What follows belongs to an exercise in optimizing a design on an open flow for small area; a production flow would make more cautious choices. At most, simulation tests tie the RTL to the original design; equivalence was not proved. The clock port is modelled as an ideal driver, which makes a skipped or thinned clock tree look cheaper than it is; a real chip needs a root buffer or a tree. Power is estimated from default activity; no workload was simulated.

== the reference run ==
==> flow/design.v <==
module simondicefinal (
  input rst,
  input clk,
  input gen,
  input in1,
  input in2,
  input in3,
  input in4,
  output rgen,
  output led1,
  output led2,
  output led3,
  output led4,
  output win,
  output lose,
  output [3:0] oute
);
  wire r = ~rst;
  wire g = ~gen;
  wire [3:0] b = ~{in4, in3, in2, in1};
  wire any = |b;
  reg [6:0] q;
  always @(posedge clk) begin
    if (r)
      q <= 7'h7f;
    else
      q <= q + 7'd1;
  end
  localparam [3:0] S0 = 4'd0, S1 = 4'd1, S2 = 4'd2, ST = 4'd3, S7 = 4'd4, SH = 4'd5,
                   SP = 4'd6, S13 = 4'd7, S14 = 4'd8, AS = 4'd9, AW = 4'd10, AD = 4'd11,
                   AC = 4'd12, S16 = 4'd13, S28 = 4'd14, S29 = 4'd15;
  reg [3:0] st, ns;
  reg [7:0] c;           
  reg [1:0] k;           
  reg [1:0] cr0, cr1, cr2, cr3;
  reg [3:0] lq;          
  reg [3:0] l;
  wire first = (st == S0);
  wire tk = q[1] & q[0] & ~(first & (&q[6:2]));
  wire t16 = c[4];
  wire c161 = c[7] & c[5] & c[0];
  wire [1:0] ks = k - q[1:0];   
  wire [1:0] ck = (ks == 2'd0) ? cr0 : (ks == 2'd1) ? cr1 : (ks == 2'd2) ? cr2 : cr3;
  wire [3:0] ohs = 4'b1 << ck;
  wire [3:0] ohk = {ohs[2:0], ohs[3]};     
  wire k3 = (k == 2'd3);
  always @(*) begin
    ns = st;
    case (st)
      S0: ns = S1;
      S1: if (c161) ns = S2; else if (g) ns = ST;
      S2: ns = S1;
      ST: if (t16) ns = k3 ? S7 : S2;
      S7: ns = SH;
      SH: if (t16) ns = k3 ? S13 : SP; else if (any) ns = S14;
      SP: if (t16) ns = SH;
      S13: if (t16) ns = S7;
      S14: ns = (b & ohk) != 4'd0 ? AS : S16;
      AS: if (!any) ns = AW;
      AW: if (any) ns = AD;
      AD: ns = AC;
      AC: ns = (b == ohk) ? (k3 ? S28 : AS) : S16;
      S16: ns = S16;
      S28: ns = S29;
      default: ns = S29;
    endcase
  end
  always @(*) begin
    case (st)
      S0, S1, S2, ST, S7, SP, S13: l = 4'b0;
      SH, AS: l = lq | ohk;
      AW, S28: l = lq | 4'b0001;
      AD: l = (k == 2'd1) ? 4'b0 : lq | 4'b0001;
      AC: l = (k == 2'd1) ? lq | 4'b0001 : (k == 2'd2) ? 4'b0 : lq | ohk;
      S29: l = 4'b1111;
      default: l = lq;
    endcase
  end
  wire cnt = (st == S1) | (st == ST) | (st == SH) | (st == SP) | (st == S13);
  wire cclr = (st == S1) ? (c161 | g) : (t16 | ~cnt);
  always @(posedge clk) begin
    if (r)
      st <= S0;
    else if (tk)
      st <= ns;
  end
  always @(posedge clk) begin
    lq <= l;
    c <= (tk & cclr) ? 8'd0 : c + {7'd0, tk};
    if (tk) begin
      if (first)
        k <= 2'd0;
      else if (((st == ST || st == SH) && t16) || (st == AS && !any))
        k <= k + 2'd1;
      else if (st == SH && any)
        k <= 2'd0;
    end
  end
  always @(posedge clk) begin
    cr0 <= cr1;
    cr1 <= cr2;
    cr2 <= cr3;
    cr3 <= (st == S1 && k == q[1:0]) ? c[1:0] : cr0;
  end
  assign rgen = (st == S1) | (st == ST) | (st == S13);
  assign {led4, led3, led2, led1} = l;
  assign win = (st == S29);
  assign lose = (st == S16);
  reg [1:0] m3, m3h;
  wire w3 = m3[1];
  wire w9 = m3[1] & m3h[1];
  always @(posedge clk) begin
    if (r) begin
      m3 <= 2'd0;
      m3h <= 2'd0;
    end else if (tk) begin
      m3 <= w3 ? 2'd0 : m3 + 2'd1;
      if (w3)
        m3h <= m3h[1] ? 2'd0 : m3h + 2'd1;
    end
  end
  wire w4 = q[3] & q[2];
  wire w32 = &q[6:2];
  wire [1:0] p = q[1:0];
  reg [8:0] a0, a1, a2, a3;
  reg f431, f443, f181, f179;
  wire wa = (p == 2'd0) ? f431 : (p == 2'd1) ? f443 : (p == 2'd2) ? f181 : f179;
  wire [8:0] na = first ? 9'd1 : wa ? 9'd0 : {a0[7:0], ~(a0[4] ^ a0[8])};
  always @(posedge clk) begin
    a0 <= a1;
    a1 <= a2;
    a2 <= a3;
    a3 <= na;
  end
  reg [5:0] b0, b1, b2, b3;
  reg f47, f37, f25, f11;
  wire wb = (p == 2'd0) ? f47 : (p == 2'd1) ? f37 : (p == 2'd2) ? f25 : f11;
  wire [5:0] nb = first ? 6'd1 : wb ? 6'd0 : {b0[4:0], ~(b0[4] ^ b0[5])};
  always @(posedge clk) begin
    b0 <= b1;
    b1 <= b2;
    b2 <= b3;
    b3 <= nb;
  end
  always @(posedge clk) begin
    if (tk) begin
      f431 <= a1[8] & ~a1[7] & ~a1[6] & ~a1[5] & a1[4] & a1[2] & a1[1] & ~a1[0];
      f443 <= ~a2[8] & ~a2[7] & ~a2[6] & a2[5] & ~a2[4] & a2[3] & ~a2[2] & ~a2[1] & ~a2[0];
      f181 <= a3[8] & ~a3[7] & a3[6] & ~a3[4] & ~a3[1];
      f179 <= ~na[8] & na[6] & ~na[5] & na[4] & ~na[2];
      f47 <= ~b1[5] & b1[4] & ~b1[3] & ~b1[1];
      f37 <= ~b2[4] & b2[3] & ~b2[1] & b2[0];
      f25 <= b3[5] & ~b3[3] & ~b3[0];
      f11 <= nb[5] & ~nb[4];
    end
  end
  wire e_do  = w3 & f11 & f181;
  wire e_re  = w4 & f25 & f47;
  wire e_mi  = f11 & f431;
  wire e_fa  = f25 & f179;
  wire e_sol = w9 & f443;
  wire e_la  = w32 & w3 & f37;
  wire eni = any | win | lose;
  wire co = ~first & (b[0] ? e_do : b[1] ? e_re : b[2] ? e_mi : b[3] ? e_fa :
            win ? e_sol : lose ? e_la : 1'b0);
  reg coq;
  reg [4:0] ni;
  wire step = co & ~coq & eni;
  reg nf;
  always @(*) begin
    case (ni)
      5'd0, 5'd1, 5'd2, 5'd3, 5'd4, 5'd5, 5'd6, 5'd7, 5'd8, 5'd9, 5'd11, 5'd13, 5'd15, 5'd26, 5'd28, 5'd30: nf = 1'b1;
      default: nf = 1'b0;
    endcase
  end
  reg [3:0] d;
  always @(*) begin
    case (ni)
      5'd3: d = 4'h8;
      5'd7: d = 4'h9;
      5'd15: d = 4'ha;
      5'd31: d = 4'hc;
      5'd30: d = 4'hd;
      5'd29: d = 4'he;
      5'd26: d = 4'hf;
      5'd21: d = 4'hf;
      5'd10: d = 4'hf;
      5'd20: d = 4'hf;
      5'd8: d = 4'he;
      5'd17: d = 4'hd;
      5'd2: d = 4'hc;
      5'd5: d = 4'hb;
      5'd11: d = 4'ha;
      5'd23: d = 4'h8;
      5'd14: d = 4'h7;
      5'd28: d = 4'h5;
      5'd25: d = 4'h4;
      5'd18: d = 4'h3;
      5'd4: d = 4'h2;
      5'd9: d = 4'h1;
      5'd19: d = 4'h0;
      5'd6: d = 4'h0;
      5'd13: d = 4'h0;
      5'd27: d = 4'h0;
      5'd22: d = 4'h1;
      5'd12: d = 4'h2;
      5'd24: d = 4'h3;
      5'd16: d = 4'h5;
      5'd0: d = 4'h6;
      5'd1: d = 4'h8;
      default: d = 4'h0;
    endcase
  end
  always @(posedge clk) begin
    if (r) begin
      coq <= 1'b0;
      ni <= 5'd3;
    end else begin
      coq <= co;
      if (step)
        ni <= {ni[3:0], nf};
    end
  end
  assign oute = d;
endmodule
Settings: LEC_CHECK=0, ABC_AREA=1, CAP_MARGIN=20, CORE_MARGIN=2, CORE_UTILIZATION=80, SLEW_MARGIN=20; clock period 10.0 ns.
standard.sh (not shown) runs the stock make flow with config.mk's settings and CLKGATE_MAP_FILE= SYNTH_SCRIPT=/design/flow/synth_recipe.tcl, a recipe that flattens the netlist after the stock synthesis.
==> flow/flow/run.sh <==
#!/bin/bash
# Layout flow: the standard flow (standard.sh) with these changes.
#  - Synthesis is the standard one, except that ABC maps the logic with
#    flow/abc_area.script (repeated area mapping) instead of ORFS's
#    abc_area.script, and adders are left to ABC instead of being mapped to
#    half/full adder cells first; the flip-flops are mapped before ABC, as
#    usual.
#  - The clock tree is built by flow/clock_tree.tcl: the clock port drives
#    an inverter that drives four inverters, one per quadrant of the placed
#    flip-flops, instead of TritonCTS's H-tree with its dummy loads.
#  - Every input and output port still gets a buffer, but the smallest
#    buffer cell (buf_1) instead of clkdlybuf4s50_1.
# Each tool's output goes to a log file of its own here.
set -euo pipefail
cd "$(dirname "$0")/.."
rm -rf scripts_abc
cp -r "$FLOW_HOME/scripts" scripts_abc
cp flow/abc_area.script scripts_abc/abc_area.script
bash standard.sh SCRIPTS_DIR="$PWD/scripts_abc" ADDER_MAP_FILE= synth > standard_synth.log 2>&1
BUFFER_PORTS_ARGS="-inputs -outputs -buffer_cell sky130_fd_sc_hd__buf_1" bash standard.sh floorplan place > standard_place.log 2>&1
openroad -no_init -exit flow/clock_tree.tcl > clock_tree.log 2>&1
bash standard.sh finish > standard_finish.log 2>&1
Other scripts of this flow, unchanged in this note and not shown: flow/flow/abc_area.script, flow/flow/clock_tree.tcl
The flow did not stop early for the reference run: all stages ran, and the layout cleared the timing, DRC and antenna checks.
Inputs modified between the reference run and the trial run:
--- a/flow/design.v
+++ b/flow/design.v
@@ -32,15 +32,14 @@
   reg [3:0] st, ns;
   reg [7:0] c;           
   reg [1:0] k;           
-  reg [1:0] cr0, cr1, cr2, cr3;
+  reg [1:0] c1, c2, c3, c4;    
   reg [3:0] lq;          
   reg [3:0] l;
   wire first = (st == S0);
   wire tk = q[1] & q[0] & ~(first & (&q[6:2]));
   wire t16 = c[4];
   wire c161 = c[7] & c[5] & c[0];
-  wire [1:0] ks = k - q[1:0];   
-  wire [1:0] ck = (ks == 2'd0) ? cr0 : (ks == 2'd1) ? cr1 : (ks == 2'd2) ? cr2 : cr3;
+  wire [1:0] ck = (k == 2'd0) ? c1 : (k == 2'd1) ? c2 : (k == 2'd2) ? c3 : c4;
   wire [3:0] ohs = 4'b1 << ck;
   wire [3:0] ohk = {ohs[2:0], ohs[3]};     
   wire k3 = (k == 2'd3);
@@ -94,13 +93,15 @@
         k <= k + 2'd1;
       else if (st == SH && any)
         k <= 2'd0;
-    end
-  end
-  always @(posedge clk) begin
-    cr0 <= cr1;
-    cr1 <= cr2;
-    cr2 <= cr3;
-    cr3 <= (st == S1 && k == q[1:0]) ? c[1:0] : cr0;
+      if (st == S1) begin
+        case (k)
+          2'd0: c1 <= c[1:0];
+          2'd1: c2 <= c[1:0];
+          2'd2: c3 <= c[1:0];
+          default: c4 <= c[1:0];
+        endcase
+      end
+    end
   end
   assign rgen = (st == S1) | (st == ST) | (st == S13);
   assign {led4, led3, led2, led1} = l;
[summary]
NOTE global-route wire length before repair the reference run->the trial run decreased by more than 10%
Critical path depth, the trial run and the reference run: larger value in the reference run
Between the reference run and the trial run, the flow reports internal cell power decreasing slightly.
The trial run against the reference run: share of total power in the clock network went up, worst path arrival time went down by 0.48 ns.
Going from the reference run to the trial run, the final critical path time including I/O delays and setup was found to have gone down by 0.49 ns.
For the trial run, only the layout was checked, not whether the RTL still works. In every run of this note, the design's own scripts or RTL, not TritonCTS, make the clock network.

[separate check: timing with driven ports]
In the flow no input, the clock included, has a driving cell. The finished layouts below were timed again as built, in two steps. Step 1: set_driving_cell puts a clkbuf_16 on clk and a buf_2 on each other input, an assumption about the parent block. Step 2 times the ports against the registers' clock, not the clock port: input delays grow and output delays shrink by t, the midpoint of the rising clock arrivals with the driver on. Slacks: ideal ports / drivers / drivers and shift; pairs: ideal ports / drivers.
| run | t (ns) | setup WS [ns] | clock arrival spread, ns | slew at the worst register clock pin (ns) | cell pins on the clock port's net |
|---|---|---|---|---|---|
| the reference run | 0.284 | 4.867 / 4.837 / 5.122 | 0.017 / 0.017 | 0.11 / 0.11 | 1 |
| the trial run | 0.289 | 5.352 / 5.319 / 5.608 | 0.015 / 0.016 | 0.11 / 0.11 | 1 |
After both steps every run listed still meets setup and hold.
